This design comes from an exercise in tuning for small area, a short achievable clock period and few clock cycles on the open sky130 flow, not from production work.
Where RTL was checked, it was by simulation tests only, not by an equivalence proof against the original.
The flow treats the clock pin as an ideal source. Dropping or thinning the clock tree relies on that and would not hold on a real chip.
Power is estimated from default activity; no workload was simulated.

==> violet <==
## dual_cache
module dual_cache(clk, rst,
                  start1, read_operation1, in_address1, in_data1, out_data1, finish1, cache_busy1,
                  start2, read_operation2, in_address2, in_data2, out_data2, finish2, cache_busy2,
                  mem_req, mem_we, mem_addr, mem_wdata, mem_ack, mem_rdata);
input clk, rst;
input start1, read_operation1, start2, read_operation2;
input [7:0] in_address1, in_address2;
input [7:0] in_data1, in_data2;
output [7:0] out_data1, out_data2;
output finish1, finish2;
output cache_busy1, cache_busy2;
output mem_req, mem_we;
output [7:0] mem_addr, mem_wdata;
input mem_ack;
input [7:0] mem_rdata;
wire hit1, hit2, ack1, ack2;
bus_arb busmem1(.clk(clk), .rst(rst),
                .start1(start1), .read_operation1(read_operation1), .in_address1(in_address1), .in_data1(in_data1), .hit1(hit1),
                .start2(start2), .read_operation2(read_operation2), .in_address2(in_address2), .in_data2(in_data2), .hit2(hit2),
                .finish1(finish1), .finish2(finish2), .cache_busy1(cache_busy1), .cache_busy2(cache_busy2),
                .ack1(ack1), .ack2(ack2),
  ...
==> module cache_ctrl, before the edit <==
module cache_ctrl(clk, rst, start, read_operation, address, busy, hit,
                  own_ack, other_write_ack, mem_we, mem_addr, mem_wdata, mem_rdata, read_data);
input clk, rst;
input start, read_operation;
input [7:0] address;
input busy;                      
output hit;
input own_ack;                   
input other_write_ack;           
input mem_we;
input [7:0] mem_addr, mem_wdata, mem_rdata;
output reg [7:0] read_data;
reg [7:0] tag;
reg valid;
assign hit = start & busy & read_operation & valid & (address == tag);
always @(posedge clk)
begin
	if(rst)
		valid <= 0;
	else if(own_ack)
		valid <= 1;
	else if(other_write_ack)
		valid <= 0;
end
always @(posedge clk)
begin
	if(own_ack)
	begin
		tag <= mem_addr;
		read_data <= mem_we ? mem_wdata : mem_rdata;
	end
end
endmodule
==> module bus_arb, before the edit <==
module bus_arb(clk, rst,
               start1, read_operation1, in_address1, in_data1, hit1,
               start2, read_operation2, in_address2, in_data2, hit2,
               finish1, finish2, cache_busy1, cache_busy2, ack1, ack2,
               mem_req, mem_we, mem_addr, mem_wdata, mem_ack);
input clk, rst;
input start1, read_operation1, start2, read_operation2;
input [7:0] in_address1, in_address2, in_data1, in_data2;
input hit1, hit2;
output reg finish1, finish2;
output reg cache_busy1, cache_busy2;
output ack1, ack2;
output reg mem_req;
output reg mem_we;
output reg [7:0] mem_addr, mem_wdata;
input mem_ack;
reg smp;             
reg owner;           
wire start_other = owner ? start1 : start2;
wire busy_other  = owner ? cache_busy1 : cache_busy2;
wire hit_other   = owner ? hit1 : hit2;
wire free = ~mem_req | (smp & mem_ack);
wire load = free & start_other & busy_other & ~hit_other;    
assign ack1 = smp & mem_ack & ~owner;
assign ack2 = smp & mem_ack & owner;
always @(posedge clk)
begin
	if(rst)
	begin
		mem_req <= 0;
		smp <= 0;
		owner <= 0;
		finish1 <= 0;
		finish2 <= 0;
		cache_busy1 <= 1;
		cache_busy2 <= 1;
	end
	else
	begin
		finish1 <= ack1 | hit1;
		finish2 <= ack2 | hit2;
		cache_busy1 <= ~((load & owner) | hit1);
		cache_busy2 <= ~((load & ~owner) | hit2);
		if(mem_req & ~smp)
			smp <= 1;
		else if(free)
		begin
			smp <= 0;
			mem_req <= load;
			if(start1 | start2)
				owner <= ~owner;
		end
	end
end
always @(posedge clk)
begin
	if(free)
	begin
		mem_we <= owner ? ~read_operation1 : ~read_operation2;
		mem_addr <= owner ? in_address1 : in_address2;
		mem_wdata <= owner ? in_data1 : in_data2;
	end
end
endmodule
==> module dual_cache, before the edit <==
module dual_cache(clk, rst,
                  start1, read_operation1, in_address1, in_data1, out_data1, finish1, cache_busy1,
                  start2, read_operation2, in_address2, in_data2, out_data2, finish2, cache_busy2,
                  mem_req, mem_we, mem_addr, mem_wdata, mem_ack, mem_rdata);
input clk, rst;
input start1, read_operation1, start2, read_operation2;
input [7:0] in_address1, in_address2;
input [7:0] in_data1, in_data2;
output [7:0] out_data1, out_data2;
output finish1, finish2;
output cache_busy1, cache_busy2;
output mem_req, mem_we;
output [7:0] mem_addr, mem_wdata;
input mem_ack;
input [7:0] mem_rdata;
wire hit1, hit2, ack1, ack2;
bus_arb busmem1(.clk(clk), .rst(rst),
                .start1(start1), .read_operation1(read_operation1), .in_address1(in_address1), .in_data1(in_data1), .hit1(hit1),
                .start2(start2), .read_operation2(read_operation2), .in_address2(in_address2), .in_data2(in_data2), .hit2(hit2),
                .finish1(finish1), .finish2(finish2), .cache_busy1(cache_busy1), .cache_busy2(cache_busy2),
                .ack1(ack1), .ack2(ack2),
                .mem_req(mem_req), .mem_we(mem_we), .mem_addr(mem_addr), .mem_wdata(mem_wdata), .mem_ack(mem_ack));
cache_ctrl cc1(.clk(clk), .rst(rst), .start(start1), .read_operation(read_operation1), .address(in_address1),
               .busy(cache_busy1), .hit(hit1), .own_ack(ack1), .other_write_ack(ack2 & mem_we),
               .mem_we(mem_we), .mem_addr(mem_addr), .mem_wdata(mem_wdata), .mem_rdata(mem_rdata), .read_data(out_data1));
cache_ctrl cc2(.clk(clk), .rst(rst), .start(start2), .read_operation(read_operation2), .address(in_address2),
               .busy(cache_busy2), .hit(hit2), .own_ack(ack2), .other_write_ack(ack1 & mem_we),
               .mem_we(mem_we), .mem_addr(mem_addr), .mem_wdata(mem_wdata), .mem_rdata(mem_rdata), .read_data(out_data2));
endmodule
Settings: LEC_CHECK=0, CAP_MARGIN=20, CORE_AREA=2.3 2.3 72.7 72.7, DIE_AREA=0 0 75 75, SLEW_MARGIN=20; clock period 5.0 ns.
standard.sh (not shown) runs the stock make flow with config.mk's settings and CLKGATE_MAP_FILE= SYNTH_SCRIPT=/design/flow/synth_recipe.tcl, a recipe that flattens the netlist after the stock synthesis.
==> flow/flow/run.sh <==
#!/bin/bash
# Standard layout with three changes:
#  - the port buffers are sky130_fd_sc_hd__buf_1 instead of the delay buffer
#    buffer_ports picks by default;
#  - after clock tree synthesis, flow/clock.tcl replaces the two-level clock
#    tree with four clock buffers, each driving a quarter of the flip-flops;
#  - it then repairs setup timing with a margin, so that the resizer works on
#    the paths that set the achieved clock period.
set -euo pipefail
here=$(pwd)
export CLOCK_REPAIR_MARGIN=3.33
export CLOCK_ROOT_BUFS=4
export CLOCK_ROOT_BUF=sky130_fd_sc_hd__clkbuf_8
bash standard.sh 'BUFFER_PORTS_ARGS=-buffer_cell sky130_fd_sc_hd__buf_1' "POST_CTS_TCL=$here/flow/clock.tcl" finish > standard_make.log 2>&1
==> flow/flow/clock.tcl <==
# Replace the clock tree that clock_tree_synthesis built with a single clock
# buffer: clk -> one buffer -> every flip-flop clock pin. The design is small
# enough that one buffer drives all its flip-flops with low slew, and the
# clock then reaches every flip-flop through the same single buffer.
set clkbuf_master sky130_fd_sc_hd__clkbuf_16
if {[info exists ::env(CLOCK_ROOT_BUF)]} { set clkbuf_master $::env(CLOCK_ROOT_BUF) }
set block [ord::get_db_block]
set db [ord::get_db]
set clknet [[$block findBTerm clk] getNet]

# every flip-flop clock pin
set sinks {}
foreach pin [all_registers -clock_pins -edge_triggered] {
  lappend sinks [sta::sta_to_db_pin $pin]
}

# the clock tree cells: everything reached from clk through nets of buffers
# and inverters, that is not a flip-flop
set tree {}
set todo [list $clknet]
while {[llength $todo]} {
  set net [lindex $todo 0]
  set todo [lrange $todo 1 end]
  foreach it [$net getITerms] {
    if {![$it isInputSignal]} { continue }
    set inst [$it getInst]
    if {[lsearch -exact $sinks $it] >= 0} { continue }
    if {[lsearch -exact $tree $inst] >= 0} { continue }
    lappend tree $inst
    foreach o [$inst getITerms] {
      if {[$o isOutputSignal] && [$o getNet] ne "NULL"} { lappend todo [$o getNet] }
    }
  }
}

# CLOCK_ROOT_BUFS buffers (default 1), each driving an equal share of the
# flip-flops, split by position (left to right).
set nbuf 1
if {[info exists ::env(CLOCK_ROOT_BUFS)]} { set nbuf $::env(CLOCK_ROOT_BUFS) }
set keyed {}
foreach it $sinks {
  set bb [[$it getInst] getBBox]
  lappend keyed [list [expr {([$bb xMin] + [$bb xMax]) / 2}] [expr {([$bb yMin] + [$bb yMax]) / 2}] $it]
}
set keyed [lsort -integer -index 0 $keyed]
foreach inst $tree {
  puts "clock.tcl: removing [$inst getName] ([[$inst getMaster] getName])"
  set nets {}
  foreach o [$inst getITerms] {
    if {[$o isOutputSignal] && [$o getNet] ne "NULL"} { lappend nets [$o getNet] }
  }
  odb::dbInst_destroy $inst
  foreach n $nets { if {[llength [$n getITerms]] == 0 && [llength [$n getBTerms]] == 0} { odb::dbNet_destroy $n } }
}
set total [llength $keyed]
for {set b 0} {$b < $nbuf} {incr b} {
  set lo [expr {$b * $total / $nbuf}]
  set hi [expr {($b + 1) * $total / $nbuf - 1}]
  set group [lrange $keyed $lo $hi]
  set newnet [odb::dbNet_create $block clk_root_$b]
  $newnet setSigType CLOCK
  set sx 0; set sy 0
  foreach k $group {
    lassign $k x y it
    set sx [expr {$sx + $x}]; set sy [expr {$sy + $y}]
    $it disconnect
    $it connect $newnet
  }
  set inst [odb::dbInst_create $block [$db findMaster $clkbuf_master] clkbuf_root_$b]
  $inst setLocation [expr {$sx / [llength $group]}] [expr {$sy / [llength $group]}]
  $inst setPlacementStatus PLACED
  [$inst findITerm A] connect $clknet
  [$inst findITerm X] connect $newnet
  puts "clock.tcl: [llength $group] flip-flops on $clkbuf_master clkbuf_root_$b"
}
detailed_placement
estimate_parasitics -placement
report_clock_skew

# With the final clock tree in place, let the resizer work on the paths that
# set the achieved period, aiming for CLOCK_REPAIR_MARGIN ns of setup slack.
if {[info exists ::env(CLOCK_REPAIR_MARGIN)]} {
  repair_timing -setup -setup_margin $::env(CLOCK_REPAIR_MARGIN) -verbose
  detailed_placement
  estimate_parasitics -placement
}
report_worst_slack -max
report_design_area
==> inputs of fjord, as changes to violet <==
==> flow/design.v (replaced) <==
`timescale 1ns / 1ns
module bus_arb(clk, rst,
               start1, read_operation1, in_address1, in_data1,
               start2, read_operation2, in_address2, in_data2,
               out_data1, out_data2, finish1, finish2, cache_busy1, cache_busy2,
               mem_req, mem_we, mem_addr, mem_wdata, mem_ack, mem_rdata);
input clk, rst;
input start1, read_operation1, start2, read_operation2;
input [7:0] in_address1, in_address2, in_data1, in_data2;
output [7:0] out_data1, out_data2;
output reg finish1, finish2;
output reg cache_busy1, cache_busy2;
output reg mem_req;
output reg mem_we;
output reg [7:0] mem_addr;
output [7:0] mem_wdata;
input mem_ack;
input [7:0] mem_rdata;
reg smp;             
reg idle;            
reg owner;           
reg [7:0] data;      
wire start_owner = owner ? start2 : start1;
wire start_other = owner ? start1 : start2;
wire free = idle | (smp & mem_ack);
wire read_ack = smp & mem_ack & ~mem_we;
wire start_ok = start_other & ~(read_ack & (owner ? ~read_operation1 : ~read_operation2));
wire load = free & start_ok;    
always @(posedge clk)
begin
	if(rst)
	begin
		mem_req <= 0;
		idle <= 1;
		smp <= 0;
		owner <= 0;
		finish1 <= 0;
		finish2 <= 0;
		cache_busy1 <= 1;
		cache_busy2 <= 1;
	end
	else
	begin
		finish1 <= smp & mem_ack & ~owner;
		finish2 <= smp & mem_ack & owner;
		cache_busy1 <= ~(load & owner);
		cache_busy2 <= ~(load & ~owner);
		if(~idle & ~smp)
			smp <= 1;
		else if(free)
		begin
			smp <= 0;
			mem_req <= start_ok;
			idle <= ~start_ok;
			if(start_ok | start_owner)
				owner <= ~owner;
		end
	end
end
always @(posedge clk)
begin
	if(free)
	begin
		mem_we <= owner ? ~read_operation1 : ~read_operation2;
		mem_addr <= owner ? in_address1 : in_address2;
	end
	if(read_ack)
		data <= mem_rdata;
	else if(free)
		data <= owner ? in_data1 : in_data2;
end
assign mem_wdata = data;
assign out_data1 = data;
assign out_data2 = data;
endmodule
`timescale 1ns / 1ns
module dual_cache(clk, rst,
                  start1, read_operation1, in_address1, in_data1, out_data1, finish1, cache_busy1,
                  start2, read_operation2, in_address2, in_data2, out_data2, finish2, cache_busy2,
                  mem_req, mem_we, mem_addr, mem_wdata, mem_ack, mem_rdata);
input clk, rst;
input start1, read_operation1, start2, read_operation2;
input [7:0] in_address1, in_address2;
input [7:0] in_data1, in_data2;
output [7:0] out_data1, out_data2;
output finish1, finish2;
output cache_busy1, cache_busy2;
output mem_req, mem_we;
output [7:0] mem_addr, mem_wdata;
input mem_ack;
input [7:0] mem_rdata;
bus_arb busmem1(.clk(clk), .rst(rst),
                .start1(start1), .read_operation1(read_operation1), .in_address1(in_address1), .in_data1(in_data1),
                .start2(start2), .read_operation2(read_operation2), .in_address2(in_address2), .in_data2(in_data2),
                .out_data1(out_data1), .out_data2(out_data2), .finish1(finish1), .finish2(finish2),
                .cache_busy1(cache_busy1), .cache_busy2(cache_busy2),
                .mem_req(mem_req), .mem_we(mem_we), .mem_addr(mem_addr), .mem_wdata(mem_wdata),
                .mem_ack(mem_ack), .mem_rdata(mem_rdata));
endmodule
--- a/flow/flow/run.sh
+++ b/flow/flow/run.sh
@@ -5,3 +5,3 @@
 #  - after clock tree synthesis, flow/clock.tcl replaces the two-level clock
-#    tree with four clock buffers, each driving a quarter of the flip-flops;
+#    tree with two clock buffers, each driving half of the flip-flops;
 #  - it then repairs setup timing with a margin, so that the resizer works on
@@ -11,3 +11,3 @@
 export CLOCK_REPAIR_MARGIN=3.33
-export CLOCK_ROOT_BUFS=4
+export CLOCK_ROOT_BUFS=2
 export CLOCK_ROOT_BUF=sky130_fd_sc_hd__clkbuf_8
Settings changed: CORE_AREA 2.3 2.3 72.7 72.7 to 2.3 2.3 57.7 57.7, DIE_AREA 0 0 75 75 to 0 0 60 60.
==> inputs of sierra, as changes to violet <==
--- a/flow/design.v
+++ b/flow/design.v
@@ -2,3 +2,3 @@
 module cache_ctrl(clk, rst, start, read_operation, address, busy, hit,
-                  own_ack, other_write_ack, mem_we, mem_addr, mem_wdata, mem_rdata, read_data);
+                  own_ack, write_ack, mem_addr, mem_rdata, read_data);
 input clk, rst;
@@ -9,5 +9,4 @@
 input own_ack;                   
-input other_write_ack;           
-input mem_we;
-input [7:0] mem_addr, mem_wdata, mem_rdata;
+input write_ack;                 
+input [7:0] mem_addr, mem_rdata;
 output reg [7:0] read_data;
@@ -20,6 +19,6 @@
 		valid <= 0;
+	else if(write_ack)
+		valid <= 0;
 	else if(own_ack)
 		valid <= 1;
-	else if(other_write_ack)
-		valid <= 0;
 end
@@ -30,3 +29,3 @@
 		tag <= mem_addr;
-		read_data <= mem_we ? mem_wdata : mem_rdata;
+		read_data <= mem_rdata;
 	end
@@ -52,2 +51,3 @@
 reg smp;             
+reg idle;            
 reg owner;           
@@ -56,3 +56,3 @@
 wire hit_other   = owner ? hit1 : hit2;
-wire free = ~mem_req | (smp & mem_ack);
+wire free = idle | (smp & mem_ack);
 wire load = free & start_other & busy_other & ~hit_other;    
@@ -65,2 +65,3 @@
 		mem_req <= 0;
+		idle <= 1;
 		smp <= 0;
@@ -78,3 +79,3 @@
 		cache_busy2 <= ~((load & ~owner) | hit2);
-		if(mem_req & ~smp)
+		if(~idle & ~smp)
 			smp <= 1;
@@ -84,2 +85,3 @@
 			mem_req <= load;
+			idle <= ~load;
 			if(start1 | start2)
@@ -89,10 +91,10 @@
 end
+wire sel1 = free & owner;
+wire sel2 = free & ~owner;
+wire hold = ~free;
 always @(posedge clk)
 begin
-	if(free)
-	begin
-		mem_we <= owner ? ~read_operation1 : ~read_operation2;
-		mem_addr <= owner ? in_address1 : in_address2;
-		mem_wdata <= owner ? in_data1 : in_data2;
-	end
+	mem_we <= (sel1 & ~read_operation1) | (sel2 & ~read_operation2) | (hold & mem_we);
+	mem_addr <= ({8{sel1}} & in_address1) | ({8{sel2}} & in_address2) | ({8{hold}} & mem_addr);
+	mem_wdata <= ({8{sel1}} & in_data1) | ({8{sel2}} & in_data2) | ({8{hold}} & mem_wdata);
 end
@@ -123,7 +125,7 @@
 cache_ctrl cc1(.clk(clk), .rst(rst), .start(start1), .read_operation(read_operation1), .address(in_address1),
-               .busy(cache_busy1), .hit(hit1), .own_ack(ack1), .other_write_ack(ack2 & mem_we),
-               .mem_we(mem_we), .mem_addr(mem_addr), .mem_wdata(mem_wdata), .mem_rdata(mem_rdata), .read_data(out_data1));
+               .busy(cache_busy1), .hit(hit1), .own_ack(ack1), .write_ack((ack1 | ack2) & mem_we),
+               .mem_addr(mem_addr), .mem_rdata(mem_rdata), .read_data(out_data1));
 cache_ctrl cc2(.clk(clk), .rst(rst), .start(start2), .read_operation(read_operation2), .address(in_address2),
-               .busy(cache_busy2), .hit(hit2), .own_ack(ack2), .other_write_ack(ack1 & mem_we),
-               .mem_we(mem_we), .mem_addr(mem_addr), .mem_wdata(mem_wdata), .mem_rdata(mem_rdata), .read_data(out_data2));
+               .busy(cache_busy2), .hit(hit2), .own_ack(ack2), .write_ack((ack1 | ack2) & mem_we),
+               .mem_addr(mem_addr), .mem_rdata(mem_rdata), .read_data(out_data2));
 endmodule
--- a/flow/flow/run.sh
+++ b/flow/flow/run.sh
@@ -10,3 +10,3 @@
 here=$(pwd)
-export CLOCK_REPAIR_MARGIN=3.33
+export CLOCK_REPAIR_MARGIN=3.15
 export CLOCK_ROOT_BUFS=4
Settings changed: ABC_AREA from default to 1, CORE_AREA 2.3 2.3 72.7 72.7 to 2.3 2.3 67.7 67.7, DIE_AREA 0 0 75 75 to 0 0 70 70.
==> comparison <==
Utilization: fjord < violet < sierra.
Against sierra, the register-to-register slack of violet is lower by 0.29 ns.
In sierra the synthesized cell count is larger than in violet, by about 60%.
Via count: sierra is larger than fjord (83%).
Design area: violet is larger than sierra (about 14%).
Clock skew is about the same in violet and fjord.
Between fjord and sierra, the lower clock power is in fjord (gap about 56%, measured against sierra).
Maximum frequency, highest first: fjord, sierra, violet.
The highest worst setup slack belongs to fjord, the lowest to violet.
Of fjord and sierra, sierra has the higher combinational power (gap about 50%, measured against sierra).
violet ran to the end with no violations. sierra completed without violations. fjord produced a clean layout.
==> figures <==
	violet	sierra	fjord
Placed cell area	0.00267 mm2	0.00262 mm2	0.00143 mm2
Power density over cell area	333 mW/mm2	386 mW/mm2	309 mW/mm2
DR WL/cell	15.8 um	13.0 um	12.4 um
Simple-gate area share of the yosys netlist	5.34%	21.2%	6.65%
Worst Hold End	cc1.tag[5]$_DFFE_PP_	cc2.valid$_SDFFE_PP0P_	busmem1.mem_req$_SDFFE_PP0P_
Number of enable flip-flop cells after synthesis	49	32	17
Worst-case setup margin in the final layout	2.95 ns	3.14 ns	3.25 ns
Largest net degree at the start of global routing	24	19	24
Total GRT Usage	17.6%	20.1%	13.8%
Most common cell in the netlist	sky130_fd_sc_hd__edfxtp_1	sky130_fd_sc_hd__nand2_1	sky130_fd_sc_hd__edfxtp_1
Status	timing/DRC/antenna clean	timing/DRC/antenna clean	timing/DRC/antenna clean
Non-CTS inverters	2	18	3
Share of cell area taken by muxes after synthesis	12.3%	0%	16.6%
Seq/total area	53.9%	55.8%	44.1%
Via-per-instance ratio	4.88	4.92	4.79
Met3 Resource Use GR	3.61%	4.91%	4.55%
Wire length of the first global-routing pass	7250 um	7830 um	3640 um
GRT met2 Usage	31.0%	34.4%	26.4%
Portion of the clock cycle consumed by the worst path in the final layout	41.1%	37.2%	34.9%
Worst vdd rail ir drop	0.000216 V	0.000352 V	0.000134 V
Sum of met2 wire segment lengths after detailed routing	2580 um	2310 um	1360 um
Synth unique cells	18	20	23
Testbench counts of violet, summed over its fixed seeds: cycles 14,041.
Testbench counts of sierra, summed over its fixed seeds: cycles 14,154.
No functional check of the RTL was part of fjord. No run of this note takes its clock network from TritonCTS; it comes from the design's own scripts or RTL.

==> static timing again, ports no longer ideal <==
The flow's constraints put no driver on any port. The routed layouts listed below were extracted and timed again, unchanged, in two steps.
Step 1 (the two cells are an assumption about what drives the block):
set clk [get_ports {clk}]
set_driving_cell -lib_cell sky130_fd_sc_hd__clkbuf_16 $clk
set_driving_cell -lib_cell sky130_fd_sc_hd__buf_2 [delete_from_list [all_inputs] $clk]
Step 2 moves the port delays by t, midway between the first and last clock arrival at a register: inputs arrive t later, outputs are due t later. That takes back most of the time a late clock gives input paths.
Three values: ideal ports, drivers, drivers and shift; two values: the first two.
| run | t, ns | slack for setup (ns) | clock arrival spread, ns |
|---|---|---|---|
| violet | 0.193 | 2.947 / 2.956 / 2.763 | 0.008 / 0.008 |
| fjord | 0.170 | 3.253 / 3.237 / 3.067 | 0.008 / 0.008 |
| sierra | 0.196 | 3.140 / 3.165 / 2.969 | 0.008 / 0.007 |
After both steps setup and hold are still met in every run listed. The setup slack of fjord, which loses most, moves by -0.016 ns with the drivers and by -0.186 ns with both steps.
